This is an optimization exercise on Yosys and OpenROAD, whose aim is small area, a short achievable clock period and few clock cycles per item, not a production implementation.

## the baseline
==> module gcd_coprocessor, before the edit <==
module gcd_coprocessor #( parameter W = 16 ) (
  input clk,
  input reset,
  input operands_val,
  input [W-1:0] operands_bits_A,
  input [W-1:0] operands_bits_B,
  output operands_rdy,
  output result_val,
  output [W-1:0] result_bits,
  input result_rdy
);
  function [3:0] ctz(input [W-1:0] v);
    integer i;
    begin
      ctz = 4'd0;
      for (i = W - 1; i >= 0; i = i - 1)
        if (v[i]) ctz = i;
    end
  endfunction
  reg [W-1:0] A, B;
  reg [3:0]   k;       
  reg         fin;     
  reg         busy;
  wire [W-1:0] xab = A ^ B;
  wire eq   = ~|xab;
  wire bz   = ~|B;
  wire kz   = (k == 4'd0);
  wire stop = eq | fin;
  wire done = busy & stop & kz;
  assign result_val   = done;
  assign result_bits  = A;
  assign operands_rdy = ~busy | (done & result_rdy);
  wire load = operands_val & operands_rdy;
  wire both_even = ~A[0] & ~B[0];
  wire         sub = B[0] | bz;
  wire [W:0]   d = {1'b0, A} - {1'b0, B};
  wire         neg = d[W];
  wire [W-1:0] y = sub ? xab : B;         
  wire [3:0]   tz = ctz(y);
  wire         big = tz[3];               
  wire [2:0]   s = both_even ? 3'd1 : (big ? 3'd7 : tz[2:0]);
  wire [W-1:0] f = d[W-1:0] ^ {W{neg}};   
  wire [W-1:0] g = sub ? f : B;
  wire [W-1:0] bnext = (g >> s) | {{(W-1){1'b0}}, sub & neg};
  wire flip = sub & neg & big;
  wire swap = B[0] & (~A[0] | ~neg | big);
  always @(posedge clk or posedge reset) begin
    if (reset) begin
      busy <= 1'b0;
    end else if (load) begin
      busy <= 1'b1;
    end else if (done & result_rdy) begin
      busy <= 1'b0;
    end
  end
  wire a_load = load;
  wire a_shl  = ~load & busy & stop & ~kz;
  wire a_shr  = ~load & busy & ~stop & both_even;
  wire a_swp  = ~load & busy & ~stop & ~both_even & swap;
  wire a_hold = ~(a_load | a_shl | a_shr | a_swp);
  wire b_new  = ~load & busy & ~stop;
  wire b_hold = ~(load | b_new);
  wire [W-1:0] anext = ({W{a_load}} & operands_bits_A) | ({W{a_shl}} & (A << 1))
                     | ({W{a_shr}} & (A >> 1)) | ({W{a_swp}} & B) | ({W{a_hold}} & A);
  wire [W-1:0] bnext2 = ({W{load}} & operands_bits_B) | ({W{b_new & ~flip}} & bnext)
                      | ({W{b_new & flip}} & A) | ({W{b_hold}} & B);
  wire k_dec = a_shl;
  wire k_inc = a_shr;
  wire [3:0] knext = ({4{k_dec}} & (k - 4'd1)) | ({4{k_inc}} & (k + 4'd1))
                   | ({4{~load & ~k_dec & ~k_inc}} & k);
  wire finnext = ~load & (fin | a_shl);
  always @(posedge clk) begin
    A <= anext;
    B <= bnext2;
    k   <= knext;
    fin <= finnext;
  end
endmodule
clock: 5.0 ns
lec_check: 0
abc_area: 1
cap_margin: 20
cell_pad_in_sites_detail_placement: 0
cell_pad_in_sites_global_placement: 1
core_area: 5 5 95 95
die_area: 0 0 100 100
place_density: 0.85
setup_slack_margin: 1.5
slew_margin: 20
standard.sh (not shown) runs the stock make flow with config.mk's settings and CLKGATE_MAP_FILE= SYNTH_SCRIPT=/design/flow/synth_recipe.tcl, a recipe that flattens the netlist after the stock synthesis.
==> flow/flow/run.sh <==
#!/bin/bash
# The standard layout (the standard.sh on all ORFS steps), with the port
# buffers that global placement inserts made the smallest buffer cell
# (sky130_fd_sc_hd__buf_1) instead of the delay buffer buffer_ports picks by
# itself. Every input and output port still gets its own buffer.
set -euo pipefail
export BUFFER_PORTS_ARGS="-buffer_cell sky130_fd_sc_hd__buf_1"
bash standard.sh > run_standard.log 2>&1
## Diff of input files: the candidate against the baseline
--- a/flow/design.v
+++ b/flow/design.v
@@ -38,6 +38,6 @@
   wire [W-1:0] y = sub ? xab : B;         
   wire [3:0]   tz = ctz(y);
-  wire         big = tz[3];               
-  wire [2:0]   s = both_even ? 3'd1 : (big ? 3'd7 : tz[2:0]);
+  wire         big = |tz[3:2];            
+  wire [1:0]   s = both_even ? 2'd1 : (big ? 2'd3 : tz[1:0]);
   wire [W-1:0] f = d[W-1:0] ^ {W{neg}};   
   wire [W-1:0] g = sub ? f : B;
[summary]
Summary: cell area, the candidate better than the baseline. Smallest setup slack after layout improves in the candidate relative to the baseline. Taking the baseline as the reference point, the wire length per cell of the candidate falls by 1.2 um. Routed metal-1 wirelength was higher in the baseline than in the candidate. The candidate | stages: all done | timing, DRC, antenna: all pass. The flow did not stop early for the baseline: all stages ran, and the layout cleared the timing, design-rule and antenna checks. | worst hold slack | the candidate vs the baseline | better |. The baseline → the candidate: final wirelength moved down; maximum frequency moved up.
No run of this note included a check of the RTL's function; only the layout flow was run.

==> separate check: timing with driven ports <==
The results above use ideal ports. As a check the final layouts listed here were re-extracted and re-timed, cells and wires unchanged. Step 1 (the two cells are an assumption about what drives the block):
set clk [get_ports {clk}]
set_driving_cell -lib_cell sky130_fd_sc_hd__clkbuf_16 $clk
set_driving_cell -lib_cell sky130_fd_sc_hd__buf_2 [delete_from_list [all_inputs] $clk]
Step 2 moves the port delays by t, midway between the first and last clock arrival at a register: inputs arrive t later, outputs are due t later. That takes back most of the time a late clock gives input paths. Slacks: no drivers / after step 1 / after step 2; pairs: no drivers / after step 1.
run | shift t [ns] | slack for setup (ns) | hold slack, ns | worst setup path after step 2 | worst data-port slew with drivers (ns)
the baseline | 0.333 | 1.627 / 1.594 / 1.662 | 0.493 / 0.488 / 0.541 | register to register | 0.04
the candidate | 0.318 | 1.658 / 1.627 / 1.753 | 0.504 / 0.503 / 0.507 | register to register | 0.04
After both steps every run listed still meets setup and hold.
